From an optimization exercise on the open Yosys and OpenROAD flow, aimed at small area; shortcuts taken in it are not production practice. Function not checked in this run: the RTL went through the layout flow alone. Power figures rest on the tool's default switching activity, not on a simulated workload.

<file path="flow/config.mk">
export PLATFORM = sky130hd
export DESIGN_NAME = top
export DESIGN_NICKNAME = top
export VERILOG_FILES = /design/flow/design.v
export SDC_FILE = /design/flow/constraint.sdc
export NUM_CORES = 4
export LEC_CHECK = 0
export CAP_MARGIN = 20
export CORE_MARGIN = 2
export CORE_UTILIZATION = 40
export SLEW_MARGIN = 20
</file>
<file path="flow/run.sh">
#!/bin/bash
# synth_recipe.tcl (not shown) runs the flow's synth.tcl, then flattens the netlist and writes it again
# the make line also repeats each setting of config.mk as NAME=value (left out here)
make -C /OpenROAD-flow-scripts/flow DESIGN_CONFIG=/design/flow/config.mk WORK_HOME=/design/flow/orfs CLKGATE_MAP_FILE= SYNTH_SCRIPT=/design/flow/synth_recipe.tcl finish
</file>
<file path="flow/constraint.sdc">
create_clock -name core_clock -period 10.0 [get_ports {clk}]
set_input_delay 2.0000 -clock core_clock [delete_from_list [all_inputs] [get_ports {clk}]]
set_output_delay 2.0000 -clock core_clock [all_outputs]
set_load 0.01 [all_outputs]
</file>
<file path="flow/design.v">
module clk_divider #(
	parameter   input_clk_freq  = 100_000_000,       
    parameter   output_clk_freq = 10                 
)(
    input       clk,
    input       rst_n,                               
    output      clk_100Hz,                           
    output      tick_100Hz                           
);
    reg         clk_100Hz_temp;
    integer     count;
    localparam integer half_cycle = input_clk_freq / output_clk_freq / 2 - 1;
    always @(posedge clk) begin
        if (~rst_n) begin
            clk_100Hz_temp <= 0;
            count <= 0;
        end else if (count == half_cycle) begin
            clk_100Hz_temp <= ~clk_100Hz_temp;
            count <= 0;
        end else
            count <= count + 1;
    end
    assign clk_100Hz = clk_100Hz_temp;
    assign tick_100Hz = rst_n && (count == half_cycle) && ~clk_100Hz_temp;
endmodule
module gen_eninput_pulse #(
	parameter   input_clk_freq  = 100_000_000,       
    parameter   output_clk_freq = 100                
)(
    input       clk,
    input       rst_n,                               
    input       clk_100Hz,                           
    output      en_input                             
);
    reg         en_input_r;
    integer     count;
    always @(posedge clk)
        if (~rst_n) begin
            count <= 0;
            en_input_r <= 0;
        end else if (clk_100Hz) begin
            count <= count + 1;
            if (count == 1000)           
                en_input_r <= 1;
            else if (count == 500)       
                en_input_r <= 0;
        end else begin
            count <= 0;
            en_input_r <= 0;
        end
    assign en_input = en_input_r;
endmodule
module gen_pulse #(
    parameter   setup_time      = 100,       
    parameter   pulse_duration  = 100        
)(
    input wire  clk,                         
    input wire  rst_n,                       
    input wire  toggle,
    output wire pulse
);
    localparam  [1:0]   IDLE    = 2'b00,
                        LOW     = 2'b01,
                        HIGH    = 2'b10,
                        WAIT    = 2'b11;
    reg [1:0]   state;    
    integer     count;
    reg         pulse_r;
    assign pulse = pulse_r;
    always @(posedge clk) begin
        if (~rst_n) begin
            state       <= IDLE;
            pulse_r     <= 0;
            count       <= 0;
        end else
        case (state)
            IDLE: begin                              
                if (toggle) begin
                    state       <= LOW;
                    pulse_r     <= 0;
                    count       <= 0;
                end
            end
            LOW: begin                               
                if (count == setup_time - 3) begin   
                    state       <= HIGH;
                    pulse_r     <= 1;
                    count       <= 0;
                end else begin
                    count       <= count + 1;
                end
            end
            HIGH: begin                              
                if (count == pulse_duration - 1) begin
                    state       <= WAIT;
                    pulse_r     <= 0;
                    count       <= 0;
                end else begin
                    count       <= count + 1;
                end
            end
            WAIT: begin                              
                if (~toggle) begin
                    state   <= IDLE;
                end
            end    
        endcase
    end
endmodule
module ledmatrix_convert(
    input   [31:0] data_in,
    output  [63:0] line1, line2, line3, line4, line5, line6, line7, line8
);
    reg [63:0] matrix1, matrix2, matrix3, matrix4;
    always @(*) begin
        case (data_in[31:24])
            8'h30: matrix1 = 64'h3c66666e76663c00;            
            8'h31: matrix1 = 64'h7e1818181c181800;            
            8'h32: matrix1 = 64'h7e060c3060663c00;            
            8'h33: matrix1 = 64'h3c66603860663c00;            
            8'h34: matrix1 = 64'h30307e3234383000;            
            8'h35: matrix1 = 64'h3c6660603e067e00;            
            8'h36: matrix1 = 64'h3c66663e06663c00;            
            8'h37: matrix1 = 64'h1818183030667e00;            
            8'h38: matrix1 = 64'h3c66663c66663c00;            
            8'h39: matrix1 = 64'h3c66607c66663c00;            
            8'h41: matrix1 = 64'h6666667e66663c00;            
            8'h42: matrix1 = 64'h3e66663e66663e00;            
            8'h43: matrix1 = 64'h3c66060606663c00;            
            8'h44: matrix1 = 64'h3e66666666663e00;            
            8'h45: matrix1 = 64'h7e06063e06067e00;            
            8'h46: matrix1 = 64'h0606063e06067e00;            
            8'h47: matrix1 = 64'h3c66760606663c00;            
            8'h48: matrix1 = 64'h6666667e66666600;            
            8'h49: matrix1 = 64'h3c18181818183c00;            
            8'h4a: matrix1 = 64'h1c36363030307800;            
            8'h4b: matrix1 = 64'h66361e0e1e366600;            
            8'h4c: matrix1 = 64'h7e06060606060600;            
            8'h4d: matrix1 = 64'hc6c6c6d6feeec600;            
            8'h4e: matrix1 = 64'hc6e6f6decec6c600;            
            8'h4f: matrix1 = 64'h3c66666666663c00;            
            8'h50: matrix1 = 64'h06063e6666663e00;            
            8'h51: matrix1 = 64'h603c766666663c00;            
            8'h52: matrix1 = 64'h66361e3e66663e00;            
            8'h53: matrix1 = 64'h3c66603c06663c00;            
            8'h54: matrix1 = 64'h18181818185a7e00;            
            8'h55: matrix1 = 64'h7c66666666666600;            
            8'h56: matrix1 = 64'h183c666666666600;            
            8'h57: matrix1 = 64'hc6eefed6c6c6c600;            
            8'h58: matrix1 = 64'hc6c66c386cc6c600;            
            8'h59: matrix1 = 64'h1818183c66666600;            
            8'h5a: matrix1 = 64'h7e060c1830607e00;            
            8'h80: matrix1 = 64'h183c66c3dbff6600;            
            default: matrix1 = 64'h0000000000000000;
        endcase
    end
    always @(*) begin
        case (data_in[23:16])
            8'h30: matrix2 = 64'h3c66666e76663c00;            
            8'h31: matrix2 = 64'h7e1818181c181800;            
            8'h32: matrix2 = 64'h7e060c3060663c00;            
            8'h33: matrix2 = 64'h3c66603860663c00;            
            8'h34: matrix2 = 64'h30307e3234383000;            
            8'h35: matrix2 = 64'h3c6660603e067e00;            
            8'h36: matrix2 = 64'h3c66663e06663c00;            
            8'h37: matrix2 = 64'h1818183030667e00;            
            8'h38: matrix2 = 64'h3c66663c66663c00;            
            8'h39: matrix2 = 64'h3c66607c66663c00;            
            8'h41: matrix2 = 64'h6666667e66663c00;            
            8'h42: matrix2 = 64'h3e66663e66663e00;            
            8'h43: matrix2 = 64'h3c66060606663c00;            
            8'h44: matrix2 = 64'h3e66666666663e00;            
            8'h45: matrix2 = 64'h7e06063e06067e00;            
            8'h46: matrix2 = 64'h0606063e06067e00;            
            8'h47: matrix2 = 64'h3c66760606663c00;            
            8'h48: matrix2 = 64'h6666667e66666600;            
            8'h49: matrix2 = 64'h3c18181818183c00;            
            8'h4a: matrix2 = 64'h1c36363030307800;            
            8'h4b: matrix2 = 64'h66361e0e1e366600;            
            8'h4c: matrix2 = 64'h7e06060606060600;            
            8'h4d: matrix2 = 64'hc6c6c6d6feeec600;            
            8'h4e: matrix2 = 64'hc6e6f6decec6c600;            
            8'h4f: matrix2 = 64'h3c66666666663c00;            
            8'h50: matrix2 = 64'h06063e6666663e00;            
            8'h51: matrix2 = 64'h603c766666663c00;            
            8'h52: matrix2 = 64'h66361e3e66663e00;            
            8'h53: matrix2 = 64'h3c66603c06663c00;            
            8'h54: matrix2 = 64'h18181818185a7e00;            
            8'h55: matrix2 = 64'h7c66666666666600;            
            8'h56: matrix2 = 64'h183c666666666600;            
            8'h57: matrix2 = 64'hc6eefed6c6c6c600;            
            8'h58: matrix2 = 64'hc6c66c386cc6c600;            
            8'h59: matrix2 = 64'h1818183c66666600;            
            8'h5a: matrix2 = 64'h7e060c1830607e00;            
            8'h80: matrix2 = 64'h183c66c3dbff6600;            
            default: matrix2 = 64'h0000000000000000;
        endcase
    end
    always @(*) begin
        case (data_in[15:8])
            8'h30: matrix3 = 64'h3c66666e76663c00;            
            8'h31: matrix3 = 64'h7e1818181c181800;            
            8'h32: matrix3 = 64'h7e060c3060663c00;            
            8'h33: matrix3 = 64'h3c66603860663c00;            
            8'h34: matrix3 = 64'h30307e3234383000;            
            8'h35: matrix3 = 64'h3c6660603e067e00;            
            8'h36: matrix3 = 64'h3c66663e06663c00;            
            8'h37: matrix3 = 64'h1818183030667e00;            
            8'h38: matrix3 = 64'h3c66663c66663c00;            
            8'h39: matrix3 = 64'h3c66607c66663c00;            
            8'h41: matrix3 = 64'h6666667e66663c00;            
            8'h42: matrix3 = 64'h3e66663e66663e00;            
            8'h43: matrix3 = 64'h3c66060606663c00;            
            8'h44: matrix3 = 64'h3e66666666663e00;            
            8'h45: matrix3 = 64'h7e06063e06067e00;            
            8'h46: matrix3 = 64'h0606063e06067e00;            
            8'h47: matrix3 = 64'h3c66760606663c00;            
            8'h48: matrix3 = 64'h6666667e66666600;            
            8'h49: matrix3 = 64'h3c18181818183c00;            
            8'h4a: matrix3 = 64'h1c36363030307800;            
            8'h4b: matrix3 = 64'h66361e0e1e366600;            
            8'h4c: matrix3 = 64'h7e06060606060600;            
            8'h4d: matrix3 = 64'hc6c6c6d6feeec600;            
            8'h4e: matrix3 = 64'hc6e6f6decec6c600;            
            8'h4f: matrix3 = 64'h3c66666666663c00;            
            8'h50: matrix3 = 64'h06063e6666663e00;            
            8'h51: matrix3 = 64'h603c766666663c00;            
            8'h52: matrix3 = 64'h66361e3e66663e00;            
            8'h53: matrix3 = 64'h3c66603c06663c00;            
            8'h54: matrix3 = 64'h18181818185a7e00;            
            8'h55: matrix3 = 64'h7c66666666666600;            
            8'h56: matrix3 = 64'h183c666666666600;            
            8'h57: matrix3 = 64'hc6eefed6c6c6c600;            
            8'h58: matrix3 = 64'hc6c66c386cc6c600;            
            8'h59: matrix3 = 64'h1818183c66666600;            
            8'h5a: matrix3 = 64'h7e060c1830607e00;            
            8'h80: matrix3 = 64'h183c66c3dbff6600;            
            default: matrix3 = 64'h0000000000000000;
        endcase
    end
    always @(*) begin
        case (data_in[7:0])
            8'h30: matrix4 = 64'h3c66666e76663c00;            
            8'h31: matrix4 = 64'h7e1818181c181800;            
            8'h32: matrix4 = 64'h7e060c3060663c00;            
            8'h33: matrix4 = 64'h3c66603860663c00;            
            8'h34: matrix4 = 64'h30307e3234383000;            
            8'h35: matrix4 = 64'h3c6660603e067e00;            
            8'h36: matrix4 = 64'h3c66663e06663c00;            
            8'h37: matrix4 = 64'h1818183030667e00;            
            8'h38: matrix4 = 64'h3c66663c66663c00;            
            8'h39: matrix4 = 64'h3c66607c66663c00;            
            8'h41: matrix4 = 64'h6666667e66663c00;            
            8'h42: matrix4 = 64'h3e66663e66663e00;            
            8'h43: matrix4 = 64'h3c66060606663c00;            
            8'h44: matrix4 = 64'h3e66666666663e00;            
            8'h45: matrix4 = 64'h7e06063e06067e00;            
            8'h46: matrix4 = 64'h0606063e06067e00;            
            8'h47: matrix4 = 64'h3c66760606663c00;            
            8'h48: matrix4 = 64'h6666667e66666600;            
            8'h49: matrix4 = 64'h3c18181818183c00;            
            8'h4a: matrix4 = 64'h1c36363030307800;            
            8'h4b: matrix4 = 64'h66361e0e1e366600;            
            8'h4c: matrix4 = 64'h7e06060606060600;            
            8'h4d: matrix4 = 64'hc6c6c6d6feeec600;            
            8'h4e: matrix4 = 64'hc6e6f6decec6c600;            
            8'h4f: matrix4 = 64'h3c66666666663c00;            
            8'h50: matrix4 = 64'h06063e6666663e00;            
            8'h51: matrix4 = 64'h603c766666663c00;            
            8'h52: matrix4 = 64'h66361e3e66663e00;            
            8'h53: matrix4 = 64'h3c66603c06663c00;            
            8'h54: matrix4 = 64'h18181818185a7e00;            
            8'h55: matrix4 = 64'h7c66666666666600;            
            8'h56: matrix4 = 64'h183c666666666600;            
            8'h57: matrix4 = 64'hc6eefed6c6c6c600;            
            8'h58: matrix4 = 64'hc6c66c386cc6c600;            
            8'h59: matrix4 = 64'h1818183c66666600;            
            8'h5a: matrix4 = 64'h7e060c1830607e00;            
            8'h80: matrix4 = 64'h183c66c3dbff6600;            
            default: matrix4 = 64'h0000000000000000;
        endcase
    end
    assign line1 = {8'h08, matrix4[7:0],   8'h08, matrix3[7:0],   8'h08, matrix2[7:0],   8'h08, matrix1[7:0]};
    assign line2 = {8'h07, matrix4[15:8],  8'h07, matrix3[15:8],  8'h07, matrix2[15:8],  8'h07, matrix1[15:8]};
    assign line3 = {8'h06, matrix4[23:16], 8'h06, matrix3[23:16], 8'h06, matrix2[23:16], 8'h06, matrix1[23:16]};
    assign line4 = {8'h05, matrix4[31:24], 8'h05, matrix3[31:24], 8'h05, matrix2[31:24], 8'h05, matrix1[31:24]};
    assign line5 = {8'h04, matrix4[39:32], 8'h04, matrix3[39:32], 8'h04, matrix2[39:32], 8'h04, matrix1[39:32]};
    assign line6 = {8'h03, matrix4[47:40], 8'h03, matrix3[47:40], 8'h03, matrix2[47:40], 8'h03, matrix1[47:40]};
    assign line7 = {8'h02, matrix4[55:48], 8'h02, matrix3[55:48], 8'h02, matrix2[55:48], 8'h02, matrix1[55:48]};
    assign line8 = {8'h01, matrix4[63:56], 8'h01, matrix3[63:56], 8'h01, matrix2[63:56], 8'h01, matrix1[63:56]};   
endmodule
module ledmatrix_gendata(
    input               clk,
    input               tick_100Hz,                  
    input               rst_n,                       
    output reg [63:0]   data
);
    reg     [31:0]      data_in;
    wire    [63:0]      line1, line2, line3, line4, line5, line6, line7, line8;
    ledmatrix_convert matrix_convert(
        .data_in    (data_in),
        .line1      (line1),
        .line2      (line2),
        .line3      (line3),
        .line4      (line4),
        .line5      (line5),
        .line6      (line6),
        .line7      (line7),
        .line8      (line8)
    );
    integer count;
    always @(posedge clk) begin
        if (~rst_n) begin
            count <= 0;
            data_in <= 0;
            data <= 0;
        end else if (tick_100Hz) begin
            case (count)
                10:     data <= 64'h0900090009000900;         
                11:     data <= 64'h0A0F0A0F0A0F0A0F;
                12:     data <= 64'h0B070B070B070B07;
                13:     data <= 64'h0C010C010C010C01;
                14:     data <= 64'h0F000F000F000F00;
                100:    begin
                            data_in <= 32'h00313000;         
                            data <= line1;
                        end
                101:    data <= line2;
                102:    data <= line3;
                103:    data <= line4;
                104:    data <= line5;
                105:    data <= line6;
                106:    data <= line7;
                107:    data <= line8;
                200:    begin
                            data_in <= 32'h00003900;         
                            data <= line1;
                        end
                201:    data <= line2;
                202:    data <= line3;
                203:    data <= line4;
                204:    data <= line5;
                205:    data <= line6;
                206:    data <= line7;
                207:    data <= line8;
                300:    begin
                            data_in <= 32'h00003800;         
                            data <= line1;
                        end
                301:    data <= line2;
                302:    data <= line3;
                303:    data <= line4;
                304:    data <= line5;
                305:    data <= line6;
                306:    data <= line7;
                307:    data <= line8;
                400:    begin
                            data_in <= 32'h00003700;         
                            data <= line1;
                        end
                401:    data <= line2;
                402:    data <= line3;
                403:    data <= line4;
                404:    data <= line5;
                405:    data <= line6;
                406:    data <= line7;
                407:    data <= line8;
                500:    begin
                            data_in <= 32'h00003600;         
                            data <= line1;
                        end
                501:    data <= line2;
                502:    data <= line3;
                503:    data <= line4;
                504:    data <= line5;
                505:    data <= line6;
                506:    data <= line7;
                507:    data <= line8;
                600:    begin
                            data_in <= 32'h00003500;         
                            data <= line1;
                        end
                601:    data <= line2;
                602:    data <= line3;
                603:    data <= line4;
                604:    data <= line5;
                605:    data <= line6;
                606:    data <= line7;
                607:    data <= line8;
                700:    begin
                            data_in <= 32'h00003400;         
                            data <= line1;
                        end
                701:    data <= line2;
                702:    data <= line3;
                703:    data <= line4;
                704:    data <= line5;
                705:    data <= line6;
                706:    data <= line7;
                707:    data <= line8;
                800:    begin
                            data_in <= 32'h00003300;         
                            data <= line1;
                        end
                801:    data <= line2;
                802:    data <= line3;
                803:    data <= line4;
                804:    data <= line5;
                805:    data <= line6;
                806:    data <= line7;
                807:    data <= line8;
                900:    begin
                            data_in <= 32'h00003200;         
                            data <= line1;
                        end
                901:    data <= line2;
                902:    data <= line3;
                903:    data <= line4;
                904:    data <= line5;
                905:    data <= line6;
                906:    data <= line7;
                907:    data <= line8;
                1000:   begin
                            data_in <= 32'h00003100;         
                            data <= line1;
                        end
                1001:   data <= line2;
                1002:   data <= line3;
                1003:   data <= line4;
                1004:   data <= line5;
                1005:   data <= line6;
                1006:   data <= line7;
                1007:   data <= line8;
                1100:   begin
                            data_in <= 32'h00000000;         
                            data <= line1;
                        end
                1101:   data <= line2;
                1102:   data <= line3;
                1103:   data <= line4;
                1104:   data <= line5;
                1105:   data <= line6;
                1106:   data <= line7;
                1107:   data <= line8;
                1200:   begin
                            data_in <= 32'h00000049;         
                            data <= line1;
                        end
                1201:   data <= line2;
                1202:   data <= line3;
                1203:   data <= line4;
                1204:   data <= line5;
                1205:   data <= line6;
                1206:   data <= line7;
                1207:   data <= line8;
                1250:   begin
                            data_in <= 32'h00004980;         
                            data <= line1;
                        end
                1251:   data <= line2;
                1252:   data <= line3;
                1253:   data <= line4;
                1254:   data <= line5;
                1255:   data <= line6;
                1256:   data <= line7;
                1257:   data <= line8;
                1300:   begin
                            data_in <= 32'h00498055;         
                            data <= line1;
                        end
                1301:   data <= line2;
                1302:   data <= line3;
                1303:   data <= line4;
                1304:   data <= line5;
                1305:   data <= line6;
                1306:   data <= line7;
                1307:   data <= line8;
                1350:   begin
                            data_in <= 32'h49805500;         
                            data <= line1;
                        end
                1351:   data <= line2;
                1352:   data <= line3;
                1353:   data <= line4;
                1354:   data <= line5;
                1355:   data <= line6;
                1356:   data <= line7;
                1357:   data <= line8;
                1400:   begin
                            data_in <= 32'h80550000;         
                            data <= line1;
                        end
                1401:   data <= line2;
                1402:   data <= line3;
                1403:   data <= line4;
                1404:   data <= line5;
                1405:   data <= line6;
                1406:   data <= line7;
                1407:   data <= line8;
                1450:   begin
                            data_in <= 32'h55000000;         
                            data <= line1;
                        end
                1451:   data <= line2;
                1452:   data <= line3;
                1453:   data <= line4;
                1454:   data <= line5;
                1455:   data <= line6;
                1456:   data <= line7;
                1457:   data <= line8;
                1500:   begin
                            data_in <= 32'h00000000;         
                            data <= line1;
                        end
                1501:   data <= line2;
                1502:   data <= line3;
                1503:   data <= line4;
                1504:   data <= line5;
                1505:   data <= line6;
                1506:   data <= line7;
                1507:   data <= line8;
                default:;
            endcase
            if (count == 1700)
                count <= 0;
            else
                count <= count + 1;
        end
    end
endmodule
module max7219_driver #(
    parameter   N = 8,                       
    parameter   setup_time      = 100,       
    parameter   pulse_duration  = 100        
)(
    input wire  clk,                         
    input wire  rst_n,                       
    input wire  en_input,                    
    input wire  [N-1:0] data_in,             
    output wire RDY,                         
    output wire SRCLK,                       
    output wire RCLK,                        
    output wire SER                          
);
    localparam  [1:0]   IDLE    = 2'b00,     
                        SHIFT   = 2'b01,
                        LATCH   = 2'b10;
    localparam  [1:0]   PUSH    = 2'b00,     
                        TGL_ON  = 2'b01,
                        TGL_OFF = 2'b10,
                        CHECK   = 2'b11;
    reg [1:0]   state;
    reg [1:0]   sub_state;
    reg [5:0]   count;
    reg [N:0]   shift;
    reg         SRCLK_toggle_r;
    reg         RCLK_toggle_r;
    reg         RDY_r;
    wire        SRCLK_toggle;
    wire        RCLK_toggle;
    assign SRCLK_toggle = SRCLK_toggle_r;
    assign RCLK_toggle  = RCLK_toggle_r;
    assign RDY          = RDY_r;
    assign SER          = shift[N];
    gen_pulse #(.setup_time(setup_time), .pulse_duration(pulse_duration)) SRCLK_gen (
        .clk            (clk),
        .rst_n          (rst_n),
        .toggle         (SRCLK_toggle),
        .pulse          (SRCLK)
    );
    gen_pulse #(.setup_time(setup_time), .pulse_duration(pulse_duration)) RCLK_gen (
        .clk            (clk),
        .rst_n          (rst_n),
        .toggle         (RCLK_toggle),
        .pulse          (RCLK)
    );
    always @(posedge clk) begin
        if (~rst_n) begin
            state           <= IDLE;
            sub_state       <= PUSH;
            count           <= 0;
            shift           <= 0;
            RDY_r           <= 1;
            SRCLK_toggle_r  <= 0;
            RCLK_toggle_r   <= 0;
        end else
        case (state)
            IDLE: begin                                  
                if (en_input) begin
                    state           <= SHIFT;
                    sub_state       <= PUSH;
                    shift[N-1:0]    <= data_in;
                    count           <= 0;
                    RDY_r           <= 0;
                    SRCLK_toggle_r  <= 0;
                    RCLK_toggle_r   <= 0;
                end else begin
                    state           <= IDLE;
                    sub_state       <= PUSH;
                    count           <= 0;
                    RDY_r           <= 1;
                    SRCLK_toggle_r  <= 0;
                    RCLK_toggle_r   <= 0;
                end
            end
            SHIFT: begin                                 
                case (sub_state)
                    PUSH: begin                          
                        sub_state           <= TGL_ON;
                        shift               <= {shift[N-1:0], 1'b0};
                    end
                    TGL_ON: begin                        
                        sub_state           <= TGL_OFF;
                        SRCLK_toggle_r      <= 1;
                    end
                    TGL_OFF: begin                       
                        if (SRCLK == 1) begin
                            sub_state       <= CHECK;
                            SRCLK_toggle_r  <= 0;
                        end
                    end
                    CHECK: begin                         
                        if (SRCLK == 0) begin
                            if (count == N-1) begin
                                state       <= LATCH;
                                sub_state   <= TGL_ON;
                                count       <= 0;
                            end else begin
                                sub_state   <= PUSH;
                                count       <= count + 1;
                            end
                        end
                    end
                endcase
            end
            LATCH: begin                                 
                case (sub_state)
                    TGL_ON: begin                        
                        sub_state           <= TGL_OFF;
                        RCLK_toggle_r       <= 1;
                    end
                    TGL_OFF: begin                       
                        if (RCLK == 1) begin
                            sub_state       <= CHECK;
                            RCLK_toggle_r   <= 0;
                        end
                    end
                    CHECK: begin                         
                        if (RCLK == 0) begin
                            state           <= IDLE;
                            sub_state       <= PUSH;
                            RDY_r           <= 1;
                        end
                    end
                endcase
            end
            default: begin
                state           <= IDLE;
                sub_state       <= PUSH;
                RDY_r           <= 1;
            end
        endcase
    end
endmodule
module top #(
    parameter   input_clk_freq  = 100_000_000,       
    parameter   output_clk_freq = 40_000,            
    parameter   setup_time      = 10,                
    parameter   pulse_duration  = 10                 
)(
    input   clk,
    input   rst_n,                                   
    output  SRCLK,
    output  RCLK,
    output  SER
);
    wire        clk_100Hz;
    wire        tick_100Hz;
    wire        en_input;
    wire [63:0] data;
    clk_divider #(
        .input_clk_freq (input_clk_freq),
        .output_clk_freq(output_clk_freq)
    ) clk_100Hz_gen(
        .clk        (clk),
        .rst_n      (rst_n),
        .clk_100Hz  (clk_100Hz),
        .tick_100Hz (tick_100Hz)
    );
    gen_eninput_pulse #(
        .input_clk_freq (input_clk_freq),
        .output_clk_freq(output_clk_freq)
    ) eninput_pulse_gen(
        .clk        (clk),
        .rst_n      (rst_n),
        .clk_100Hz  (clk_100Hz),
        .en_input   (en_input)
    );
    ledmatrix_gendata ledmatrix(
        .clk        (clk),
        .tick_100Hz (tick_100Hz),
        .rst_n      (rst_n),
        .data       (data)
    );
    max7219_driver #(
        .N              (64),
        .setup_time     (setup_time),
        .pulse_duration (pulse_duration)
    ) max7219_controller(
        .clk        (clk),
        .rst_n      (rst_n),
        .en_input   (en_input),
        .data_in    (data),
        .RDY        (),
        .SRCLK      (SRCLK),
        .RCLK       (RCLK),
        .SER        (SER)      
    );
endmodule
</file>
==> run notes <==
## metal layers
layer  global-route usage [%]  routed length, µm  share of wire, %
met1                    31.87              26880                44
met2                    37.34              27270                44
met3                    4.302               5005               8.2
met4                    9.122               2162               3.5
met5                        0                  0                 0
## metrics by stage
stage / power [W] / hold slack (ns) / area, µm² / cells / util, %
finish: 0.002635 / 0.4574 / 21140 / 3168 / 44.09
detailed placement: 0.001330 / 0.4450 / 19930 / 3108 / 41.57
global placement: 0.001328 / 0.4437 / 19930 / 3108 / 41.57
CTS: 0.002671 / 0.4579 / 21130 / 3167 / 44.07
floorplan: 0.001308 / 0.4277 / 19540 / 2638 / -
global route: 0.002732 / 0.4757 / 21140 / 3168 / 44.09
## cell usage after synthesis (13+ instances only)
master and number:
nand3_1 85, xor2_1 71, and3_1 52, ha_1 29, inv_1 58, a22oi_1 60, nor3b_1 15, buf_2 16
nand2b_1 28, clkbuf_1 142, and2_1 19, a21oi_1 173, or2_2 16, o22ai_1 35, nand4_1 37, or3_1 33
xnor2_1 50, dfxtp_1 300, nor2b_1 32, nor3_1 74, mux2i_1 50, o21ai_0 150, nand2_1 241, o211ai_1 37
nor2_1 386, buf_1 22, nand3b_1 15, nor4_1 54, a31oi_1 28, a211oi_1 69, a2111oi_0 13
## power by group through the flow
stage | clock network, W | logic, W | registers [W]
after CTS | 0.00137 | 0.0000978 | 0.00121
after floorplan | 0 | 0.0000760 | 0.00123
after global placement | 0 | 0.0000955 | 0.00123
after global routing | 0.00141 | 0.000111 | 0.00121
after detailed placement | 0 | 0.0000972 | 0.00123
final | 0.00133 | 0.0000993 | 0.00121
## how the worst min path moves through the flow
| stage | from | endpoint | slack, ns | cells past startpoint |
|---|---|---|---|---|
| 3_3_place_gp | ledmatrix.data[20]$_SDFFE_PN0P_ | ledmatrix.data[20]$_SDFFE_PN0P_ | 0.44 | 2 |
| 3_5_place_dp | ledmatrix.data[56]$_SDFFE_PN0P_ | ledmatrix.data[56]$_SDFFE_PN0P_ | 0.44 | 2 |
| 6_report | ledmatrix.data[20]$_SDFFE_PN0P_ | ledmatrix.data[20]$_SDFFE_PN0P_ | 0.46 | 2 |
| 5_1_grt | ledmatrix.data[20]$_SDFFE_PN0P_ | ledmatrix.data[20]$_SDFFE_PN0P_ | 0.48 | 2 |
| 2_1_floorplan | ledmatrix.data[55]$_SDFFE_PN0P_ | ledmatrix.data[55]$_SDFFE_PN0P_ | 0.43 | 2 |
| 4_1_cts | ledmatrix.data[53]$_SDFFE_PN0P_ | ledmatrix.data[53]$_SDFFE_PN0P_ | 0.46 | 2 |
## registers in the layout (all words and copies together), names as in the netlist, 6 cells and up
name                                flops
max7219_controller.count                6
max7219_controller.RCLK_gen.count      32
ledmatrix.count                        32
ledmatrix.data_in                      19
eninput_pulse_gen.count                32
max7219_controller.SRCLK_gen.count     32
clk_100Hz_gen.count                    32
ledmatrix.data                         36
max7219_controller.shift               65
## cell type report
class                   count  area (µm²)  share of cell area (%)
clock buffers              46       988.4                   4.676
clock inverters            13       209.0                  0.9884
inverters                  58       220.2                   1.042
multi-input cells        2089       12580                   59.53
flip-flops and latches    300        6007                   28.41
well taps                 615       769.5                   3.640
repair buffers             47       361.6                   1.710
## kinds of logic (layout without fill, tap and decap cells)
group           Yosys count  in the layout  share of synthesized area [%]
simple gates           1178           1178                          30.44
compound gates          705            705                          23.47
flops                   300            300                          30.74
buf+inv                 249            164                          5.161
xor+xnor                121            121                          5.424
mux                      56             56                          2.907
fa+ha+maj                29             29                          1.857
## critical path, cell delays in order, from the launching register on
cell and delay [ns]:
dfxtp_1 1.07, and4b_1 0.43, a22oi_1 0.23, a21oi_1 0.11, a2111oi_0 0.95, a21o_1 0.66
a2bb2oi_1 0.26, nand4_1 0.10, a2111oi_0 0.36, buf_4 0.19, o21ai_0 0.06
==> results.sh <==
export IMPL_status="complete, no violations"
export IMPL_area_growth_synth_to_final_pct=8.190
export IMPL_worstSetupStartpoint="ledmatrix.count[6]$_SDFFE_PN0P_"
export IMPL_overflow=0
export IMPL_fmax_ghz=0.2184
export IMPL_crit_path_max_fanout=34
export IMPL_cts_tree="done"
export IMPL_rows=80
export IMPL_pwr_share_clk_pct=50.5
export IMPL_htreeDepth=2
export IMPL_first_iter_violations=2566
export IMPL_max_slew_worst_pin_slew_ns=1.133
export IMPL_netlist_top_cells_area="dfxtp_1 (31%), nor2_1 (7.4%), nand2_1 (4.6%)"
export IMPL_ctsRootBufferMaster="clkbuf_16"
export IMPL_fin_crit_ns=4.578
export IMPL_p_sw_share_pct=21.85
export IMPL_r2r_start="ledmatrix.count[6]$_SDFFE_PN0P_"
export IMPL_initial_core_util_pct=40.75
export IMPL_wl_per_cell_um=19.35
export IMPL_drt_pass1_iter_count=7
export IMPL_io_buffers=4
export IMPL_yosysTopAreaCellShare_pct=30.74
export IMPL_via_per_inst=6.272
export IMPL_clk_latency_ns=0.52
export IMPL_critPathArrivalTime_ns=4.96
export IMPL_drive_gt1_share_pct=6.424
export IMPL_p_sw_w=0.0005759
export IMPL_hold_buffers=0
export IMPL_syn_num_nets=2669
export IMPL_hold_class="flip-flop to flip-flop"
export IMPL_timing_reg2reg_setup_slack_ns=5.42
export IMPL_syn_avg_cell_area_um2=7.407
export IMPL_peakVddDrop_mv=0.1067
export IMPL_die_x_um=225.0
export IMPL_fin_ws_ns=5.422
export IMPL_pwr_share_comb_pct=3.8
export IMPL_clock_sinks=300
export IMPL_grt_max_degree=88
export IMPL_cts_reportedPaths_clkPinSlew_ns=0.06
export IMPL_synth_flop_cell="dfxtp_1"
export IMPL_grt_pass1_vias=18420
export IMPL_drtAntennaViolNets=0
export IMPL_cp_required_ns=10.39
export IMPL_post_synth_top_area_cell="dfxtp_1"
export IMPL_dieArea_um2=50630
export IMPL_fin_crit_sh_pct=45.78
export IMPL_crit_path_end="ledmatrix.data[18]$_SDFFE_PN0P_"
export IMPL_fill_cells=4838
export IMPL_diodes=0
export IMPL_p_leak_nw=7.006
export IMPL_dp_slack_ns=5.273
export IMPL_final_nets=2562
export IMPL_power_per_cell_area_nw_per_um2=124.6
export IMPL_relSlewSlack_pct=24.34
export IMPL_gp_congestion=0.9608
export IMPL_clock_skew_ns=0.01118
export IMPL_synth_area_um2=19540
export IMPL_rsz0062_at_grt="false"
export IMPL_core_area_um2=47950
export IMPL_synth_seq_cells=300
export IMPL_cp_end_kind="flip-flop"
export IMPL_antenna_found_initial=1
export IMPL_ios=5
export IMPL_vias=19870
export IMPL_start_kind="flip-flop"
export IMPL_yosysWarnings=6
export IMPL_drv_slew=0
export IMPL_synth_edf_count=0
export IMPL_setup_viol=0
export IMPL_async_flop_share_pct=0
export IMPL_final_cell_mix="nor2_1 (385), dfxtp_1 (299), nand2_1 (241)"
export IMPL_grt_pass1_wl_um=98960
export IMPL_synth_seq_area_share_pct=30.74
export IMPL_rr_endpoint="ledmatrix.data[18]$_SDFFE_PN0P_"
export IMPL_chipHeight_um=225.0
export IMPL_tns_ns=0
export IMPL_grt_usage_pct=23.62
export IMPL_cts_resized=0
export IMPL_finalHoldViolations=0
export IMPL_drv_cap=0
export IMPL_drc=0
export IMPL_routed_wl_um=61320
export IMPL_critPathKind="flip-flop to flip-flop"
export IMPL_p_int_w=0.002059
export IMPL_cts_made_buffers=35
export IMPL_dp_hpwl_um=41520
export IMPL_clk_path_buf_depth=3
export IMPL_syn_inst=2638
export IMPL_cts_setup_buffers=0
export IMPL_final_common_cell="nor2_1"
export IMPL_ys_types=93
export IMPL_r2r_cells=10
export IMPL_seqPwrFrac_pct=45.8

separate check: timing with driven ports:
How much do the figures lean on ideal ports? The routed layout below was timed once more, with nothing changed but the port constraints. Step 1: set_driving_cell puts a clkbuf_16 on clk and a buf_2 on each other input, an assumption about the parent block. Step 2 adds t to the input delays and takes it off the output delays; t is the mean of the earliest and latest rising clock arrival at the registers after step 1. Input paths then give back, and output paths get back, about the clock's delay inside the block. a / b / c = no drivers / after step 1 / after step 2; a / b = the first two.
t, ns: 0.575
setup slack, ns: 5.422 / 5.422 / 5.238
worst hold slack (ns): 0.457 / 0.457 / 0.457
worst slew at a driven data input, ns: 0.03
After both steps setup and hold are still met in this run. The setup slack of this run moves by 0.000 ns with the drivers and by -0.184 ns with both steps.
